This design comes from an exercise in tuning for small area and a short achievable clock period on the open sky130 flow, not from production work. The RTL was checked by simulation tests, not by an equivalence proof against the original design. Power and IR drop assume default switching activity.

== 08-22 ==
## fadd_p2
module fadd_p2 (input wire [31:0] x1,
                input wire [31:0] x2,
                output reg [31:0] y,
                output reg        ovf,
                input wire        clk,
                input wire        rstn);
Size in the first run: roughly 1,600 cells after synthesis, ~96 flip-flops, about 10,000 um2 of cells after synthesis.
clock: 15.0 ns
lec_check: 0
abc_area: 1
cap_margin: 20
core_margin: 2
core_utilization: 45
cts_buf_list: sky130_fd_sc_hd__clkbuf_8
place_density: 0.6
slew_margin: 20
standard.sh (not shown) runs the stock make flow with config.mk's settings and CLKGATE_MAP_FILE= SYNTH_SCRIPT=/design/flow/synth_recipe.tcl, a recipe that flattens the netlist after the stock synthesis.
==> flow/flow/run.sh <==
#!/bin/bash
# Standard ORFS layout with small port buffers and a tighter setup target for repair_timing.
set -euo pipefail
export BUFFER_PORTS_ARGS="-buffer_cell sky130_fd_sc_hd__buf_1"
export SETUP_SLACK_MARGIN=8.3
bash standard.sh > standard.log 2>&1
Relative to 08-22, the following input files were edited for 01-20:
# 08-22
export LEC_CHECK = 0
export ABC_AREA = 1
export CAP_MARGIN = 20
export CORE_MARGIN = 2
export CORE_UTILIZATION = 45
export CTS_BUF_LIST = sky130_fd_sc_hd__clkbuf_8
export PLACE_DENSITY = 0.6
export SLEW_MARGIN = 20
create_clock -name core_clock -period 15.0 [get_ports {clk}]
# 01-20
export LEC_CHECK = 0
export ABC_AREA = 1
export CAP_MARGIN = 20
export CORE_MARGIN = 2
export CORE_UTILIZATION = 35
export CTS_BUF_LIST = sky130_fd_sc_hd__clkbuf_8
export PLACE_DENSITY = 0.5
export SLEW_MARGIN = 20
create_clock -name core_clock -period 15.0 [get_ports {clk}]
--- a/flow/flow/run.sh
+++ b/flow/flow/run.sh
@@ -3,4 +3,4 @@
 set -euo pipefail
 export BUFFER_PORTS_ARGS="-buffer_cell sky130_fd_sc_hd__buf_1"
-export SETUP_SLACK_MARGIN=8.3
+export SETUP_SLACK_MARGIN=8.5
 bash standard.sh > standard.log 2>&1
Results
The higher number of placed cells counting well taps came out of 01-20. Changes observed in 01-20 relative to 08-22: cell row count now sits higher; number of non-clock inverters in the layout held; number of standard cells in the layout, taps in and fillers out grew by 5.5%; fraction of area in registers lost 0.38 points; proportion of cell area spent on the clock network has decreased. The run with more setup slack is 01-20; 08-22 has less. Proportion of layout cells with a drive suffix above 1: 01-20 > 08-22. Compared to 08-22, 01-20 has proportion of power drawn by the clock network 0.8 points lower. Going from 08-22 to 01-20, area overhead of the layout relative to synthesis climbed 2.3 points; maximum net fanout on the critical path climbed 11.

Setup of build 94:
The RTL this note starts from:
==> flow/design.v <==
`default_nettype none
module fadd_p2 (input wire [31:0] x1,
                input wire [31:0] x2,
                output reg [31:0] y,
                output reg        ovf,
                input wire        clk,
                input wire        rstn);
   wire        s1 = x1[31];
   wire        s2 = x2[31];
   wire [7:0]  e1 = x1[30:23];
   wire [7:0]  e2 = x2[30:23];
   wire [22:0] m1 = x1[22:0];
   wire [22:0] m2 = x2[22:0];
   wire        h1 = |e1;
   wire        h2 = |e2;
   wire [7:0]  e1a = {e1[7:1], e1[0] | ~h1};
   wire [7:0]  e2a = {e2[7:1], e2[0] | ~h2};
   wire        f1 = &e1;
   wire        f2 = &e2;
   wire        spec = f1 | f2;
   wire        nz1 = |m1;
   wire        nz2 = |m2;
   wire        pick1 = f1 & (~f2 | nz1);
   wire        sub = s1 ^ s2;
   wire        infnan = f1 & f2 & ~nz1 & ~nz2 & sub;
   wire        nzp = pick1 ? nz1 : nz2;
   reg  [31:0] cg0, ce0;
   reg  [15:0] cg1, ce1;
   reg  [7:0]  cg2, ce2;
   reg  [3:0]  cg3, ce3;
   reg  [1:0]  cg4, ce4;
   integer     k;
   always @* begin
      for (k = 0; k < 32; k = k + 1) begin
         cg0[k] = (k < 31) ? (x2[k] & ~x1[k]) : 1'b0;
         ce0[k] = (k < 31) ? ~(x2[k] ^ x1[k]) : 1'b1;
      end
      for (k = 0; k < 16; k = k + 1) begin
         cg1[k] = cg0[2*k+1] | (ce0[2*k+1] & cg0[2*k]);
         ce1[k] = ce0[2*k+1] & ce0[2*k];
      end
      for (k = 0; k < 8; k = k + 1) begin
         cg2[k] = cg1[2*k+1] | (ce1[2*k+1] & cg1[2*k]);
         ce2[k] = ce1[2*k+1] & ce1[2*k];
      end
      for (k = 0; k < 4; k = k + 1) begin
         cg3[k] = cg2[2*k+1] | (ce2[2*k+1] & cg2[2*k]);
         ce3[k] = ce2[2*k+1] & ce2[2*k];
      end
      for (k = 0; k < 2; k = k + 1) begin
         cg4[k] = cg3[2*k+1] | (ce3[2*k+1] & cg3[2*k]);
         ce4[k] = ce3[2*k+1] & ce3[2*k];
      end
   end
   wire        ge21 = cg4[1] | (ce4[1] & (cg4[0] | ce4[0]));
   wire        sel = spec ? ~pick1 : ge21;
   wire [7:0]  es = sel ? e2a : e1a;
   wire [23:0] msx = sel ? {h2, m2} : {h1, m1};
   wire [23:0] ms = {msx[23], msx[22] | (spec & (nzp | infnan)), msx[21:0]};
   wire [23:0] mi = sel ? {h1, m1} : {h2, m2};
   wire        ss = (sel ? s2 : s1) | infnan;
   wire [8:0]  d12 = {1'b0, e1a} - {1'b0, e2a};
   wire [7:0]  d21 = e2a - e1a;
   wire [7:0]  tde = d12[8] ? d21 : d12[7:0];
   wire [4:0]  de = (spec | (|tde[7:5])) ? 5'd31 : tde[4:0];
   wire [25:0] a0 = {mi, 2'b00};
   wire [25:0] a1 = de[4] ? {16'b0, a0[25:16]} : a0;
   wire        t1 = de[4] & (|a0[15:0]);
   wire [25:0] a2 = de[3] ? {8'b0, a1[25:8]} : a1;
   wire        t2 = de[3] & (|a1[7:0]);
   wire [25:0] a3 = de[2] ? {4'b0, a2[25:4]} : a2;
   wire        t3 = de[2] & (|a2[3:0]);
   wire [25:0] a4 = de[1] ? {2'b0, a3[25:2]} : a3;
   wire        t4 = de[1] & (|a3[1:0]);
   wire [25:0] a5 = de[0] ? {1'b0, a4[25:1]} : a4;
   wire        t5 = de[0] & a4[0];
   wire        tstck = t1 | t2 | t3 | t4 | t5;
   reg [23:0]  msr;
   reg [25:0]  miar;
   reg         stckr;
   reg         subr;
   reg         ssr;
   reg         specr;
   reg [7:0]   er;       
   always @(posedge clk) begin
      msr   <= ms;
      miar  <= a5;
      stckr <= tstck;
      subr  <= sub;
      ssr   <= ss;
      specr <= spec;
      er    <= es + 8'd1;
   end
   wire [26:0] aa = {1'b0, msr, 2'b00};
   wire [26:0] bb = {1'b0, miar} ^ {27{subr}};
   wire [26:0] p0 = aa ^ bb;
   wire [26:0] g0 = aa & bb;
   reg  [26:0] g, p;
   integer     i, l;
   always @* begin
      g = g0; p = p0;
      g[0] = g0[0] | (p0[0] & subr);
      for (l = 0; l < 5; l = l + 1)
        for (i = (2 << l) - 1; i < 27; i = i + (2 << l)) begin
           g[i] = g[i] | (p[i] & g[i - (1 << l)]);
           p[i] = p[i] & p[i - (1 << l)];
        end
      for (l = 3; l >= 0; l = l - 1)
        for (i = (3 << l) - 1; i < 27; i = i + (2 << l)) begin
           g[i] = g[i] | (p[i] & g[i - (1 << l)]);
           p[i] = p[i] & p[i - (1 << l)];
        end
   end
   wire [26:0] mye = p0 ^ {g[25:0], subr};
   reg  [26:0] sent;
   always @* begin
      for (i = 0; i < 27; i = i + 1)
        sent[i] = (er == 8'd27 - i[7:0]);
   end
   wire [26:0] n0 = mye | sent;
   wire [31:0] lzi = {n0, 5'b11111};
   reg  [15:0] v1;  reg [15:0] c1;
   reg  [7:0]  v2;  reg [15:0] c2;
   reg  [3:0]  v3;  reg [11:0] c3;
   reg  [1:0]  v4;  reg [7:0]  c4;
   reg  [4:0]  sh;
   always @* begin
      for (i = 0; i < 16; i = i + 1) begin
         v1[i] = lzi[2*i+1] | lzi[2*i];
         c1[i] = ~lzi[2*i+1];
      end
      for (i = 0; i < 8; i = i + 1) begin
         v2[i] = v1[2*i+1] | v1[2*i];
         c2[2*i +: 2] = v1[2*i+1] ? {1'b0, c1[2*i+1]} : {1'b1, c1[2*i]};
      end
      for (i = 0; i < 4; i = i + 1) begin
         v3[i] = v2[2*i+1] | v2[2*i];
         c3[3*i +: 3] = v2[2*i+1] ? {1'b0, c2[2*(2*i+1) +: 2]} : {1'b1, c2[2*(2*i) +: 2]};
      end
      for (i = 0; i < 2; i = i + 1) begin
         v4[i] = v3[2*i+1] | v3[2*i];
         c4[4*i +: 4] = v3[2*i+1] ? {1'b0, c3[3*(2*i+1) +: 3]} : {1'b1, c3[3*(2*i) +: 3]};
      end
      sh = v4[1] ? {1'b0, c4[7:4]} : {1'b1, c4[3:0]};
   end
   wire [26:0] k1 = sh[4] ? {mye[10:0], 16'b0} : mye;
   wire [26:0] k2 = sh[3] ? {k1[18:0], 8'b0} : k1;
   wire [26:0] k3 = sh[2] ? {k2[22:0], 4'b0} : k2;
   wire [26:0] k4 = sh[1] ? {k3[24:0], 2'b0} : k3;
   wire [26:0] myf = sh[0] ? {k4[25:0], 1'b0} : k4;
   wire        den = ~myf[26];
   wire [7:0]  eyr = den ? 8'd0 : (er - {3'b0, sh});
   wire        ovfp = (&er) & mye[26];
   wire        stk = stckr | myf[0];
   wire        up = ~ovfp & myf[2] & (myf[1] | (stk ? ~subr : myf[3]));
   wire        zero = ~|mye;
   wire        sy = ssr & (~subr | ~zero);
   reg         syr;
   reg [30:0]  yur;
   reg         upr;
   reg         nspr;
   always @(posedge clk) begin
      if (~rstn) begin
         syr  <= 1'b0;
         yur  <= 31'd0;
         upr  <= 1'b0;
         nspr <= 1'b0;
      end else begin
         syr  <= sy;
         yur  <= {eyr, myf[25:3] & {23{~ovfp}}};
         upr  <= up;
         nspr <= ~specr;
      end
   end
   wire [31:0] yu32 = {1'b0, yur};
   reg  [31:0] ic;
   reg  [7:0]  ibc;
   always @* begin
      ibc[0] = upr;
      for (i = 1; i < 8; i = i + 1)
        ibc[i] = ibc[i-1] & (&yu32[4*i-4 +: 4]);
      for (i = 0; i < 32; i = i + 1)
        ic[i] = (i % 4 == 0) ? ibc[i/4] : (ic[i-1] & yur[i-1]);
   end
   wire [30:0] yr = yur ^ ic[30:0];
   always @* begin
      y   = {syr, yr};
      ovf = nspr & (&yr[30:23]);
   end
endmodule
`default_nettype wire
Settings: LEC_CHECK=0, ABC_AREA=1, CAP_MARGIN=20, CORE_MARGIN=2, CORE_UTILIZATION=45, CTS_BUF_LIST=sky130_fd_sc_hd__clkbuf_8, PLACE_DENSITY=0.6, SLEW_MARGIN=20; clock period 15.0 ns.
==> flow/flow/run.sh <==
#!/bin/bash
# Standard ORFS layout with small port buffers and a tighter setup target for repair_timing.
set -euo pipefail
export BUFFER_PORTS_ARGS="-buffer_cell sky130_fd_sc_hd__buf_1"
export SETUP_SLACK_MARGIN=8.8
bash standard.sh > standard.log 2>&1
In summary, build 94 completed successfully, with a layout that passed the timing, DRC and antenna checks.
--- input diff build 94..build 17 ---
Settings: CTS_BUF_LIST: sky130_fd_sc_hd__clkbuf_8 -> sky130_fd_sc_hd__clkbuf_16; CTS_CLUSTER_DIAMETER: unset -> 200; CTS_CLUSTER_SIZE: unset -> 40.
--- a/flow/flow/run.sh
+++ b/flow/flow/run.sh
@@ -3,4 +3,4 @@
 set -euo pipefail
 export BUFFER_PORTS_ARGS="-buffer_cell sky130_fd_sc_hd__buf_1"
-export SETUP_SLACK_MARGIN=8.8
+export SETUP_SLACK_MARGIN=8.5
 bash standard.sh > standard.log 2>&1
Findings:
Portion of the clock cycle consumed by the worst path in the final layout ends up higher on build 17. | layout multi-input combinational cell count | build 94 vs build 17 | ≈ equal |. Build 94 was larger in final cell area than build 17. On final critical delay including setup and external delays: between build 17 and build 94, it ends up lower for build 94. Build 17 went all the way through synthesis, placement and routing and the layout is clean on timing, DRC and antenna. Clock buffer count was lower in build 17 than in build 94. Build 94 vs build 17, startpoint of the worst setup timing path: x2[30] vs x2[25]. Changes observed in build 17 relative to build 94: static leakage shows a reduction of 4.3%; wire length shows a reduction of 3.0%; clock distribution area overhead in the final layout shows an increase of 0.82 points.
> inputs changed (build 17 -> build 40)
Settings: a change of CTS_BUF_LIST from sky130_fd_sc_hd__clkbuf_16 to sky130_fd_sc_hd__clkbuf_8; a deleted CTS_CLUSTER_SIZE that had been 40; a deleted CTS_CLUSTER_DIAMETER that had been 200.
--- a/flow/flow/run.sh
+++ b/flow/flow/run.sh
@@ -4,3 +4,4 @@
 export BUFFER_PORTS_ARGS="-buffer_cell sky130_fd_sc_hd__buf_1"
 export SETUP_SLACK_MARGIN=8.5
+export RECOVER_POWER=100
 bash standard.sh > standard.log 2>&1
Notes after the runs:
Although it ran to completion, build 40 produced a layout that fails the final checks because of capacitance limit, slew limit. Sort build 17 and build 40 by via count, ascending, and build 40 comes first. Combinational group share of total power: build 40 > build 17. Synthesized cell count came out exactly the same in build 17 and build 40. Relative to build 17, the clock-buffer cell count of build 40 is higher by 2. Fmax (lower): build 40. Compared build 40 against build 17; combinational gate power within noise.
> inputs changed (build 40 -> build 13)
Settings: CORE_UTILIZATION changed from 45 to 55; PLACE_DENSITY changed from 0.6 to 0.7.
--- a/flow/flow/run.sh
+++ b/flow/flow/run.sh
@@ -4,4 +4,3 @@
 export BUFFER_PORTS_ARGS="-buffer_cell sky130_fd_sc_hd__buf_1"
 export SETUP_SLACK_MARGIN=8.5
-export RECOVER_POWER=100
 bash standard.sh > standard.log 2>&1
Results
The flow did not stop early for build 13: all stages ran, and the layout cleared the timing, DRC and antenna checks.
From build 13 to build 40, DRC violation count after routing did not move at all.
Between build 40 and build 13, the flow reports final weighted congestion in routability-driven placement increasing by a little under 10%.
Diff build 40 -> build 13: number of cells on the critical path now sits higher, part of the total power dissipated in combinational logic now sits higher, placed cell count now sits lower.
Compared with build 40, build 13 is more frugal on power.
Side by side, placement row count turned out lower in build 13 than in build 40.
Changes in build 3 relative to build 13:
Settings: swapping 0.7 for 0.65 in PLACE_DENSITY.
==> summary.txt <==
Against build 13, final cell area excluding filler cells in build 3 rose slightly.
In the reports for build 13 and build 3, the larger total wire length belongs to build 3.
Lower worst hold slack was reported by build 3, not build 13.

==> separate check: timing with driven ports <==
No port has a modelled driver above. Below, the same layouts with a new extraction and two added sets of constraints. Step 1, drivers: a clkbuf_16 drives clk and a buf_2 each remaining input, both assumed. Step 2 times the ports against the registers' clock, not the clock port: input delays grow and output delays shrink by t, the midpoint of the rising clock arrivals with the driver on. Slacks: ideal / step 1 / step 2; pairs: ideal / step 1.
run | shift t [ns] | setup WS [ns] | hold WS [ns] | slew at the worst register clock pin (ns) | cell pins on the clock port's net
08-22 | 0.413 | 8.612 / 8.628 / 8.214 | 0.424 / 0.424 / 0.424 | 0.11 / 0.11 | 1
01-20 | 0.429 | 8.763 / 8.783 / 8.353 | 0.431 / 0.431 / 0.431 | 0.11 / 0.11 | 1
build 94 | 0.416 | 8.957 / 8.953 / 8.537 | 0.424 / 0.424 / 0.424 | 0.11 / 0.11 | 1
build 17 | 0.388 | 8.815 / 8.835 / 8.448 | 0.419 / 0.419 / 0.419 | 0.07 / 0.07 | 1
build 40 | 0.414 | 6.242 / 6.256 / 5.841 | 0.423 / 0.423 / 0.423 | 0.11 / 0.11 | 1
build 13 | 0.428 | 8.831 / 8.846 / 8.418 | 0.439 / 0.439 / 0.439 | 0.11 / 0.11 | 1
build 3 | 0.437 | 8.778 / 8.752 / 8.356 | 0.426 / 0.426 / 0.426 | 0.11 / 0.11 | 1
The setup slack of build 3, which loses most, moves by -0.026 ns with the drivers and by -0.422 ns with both steps.
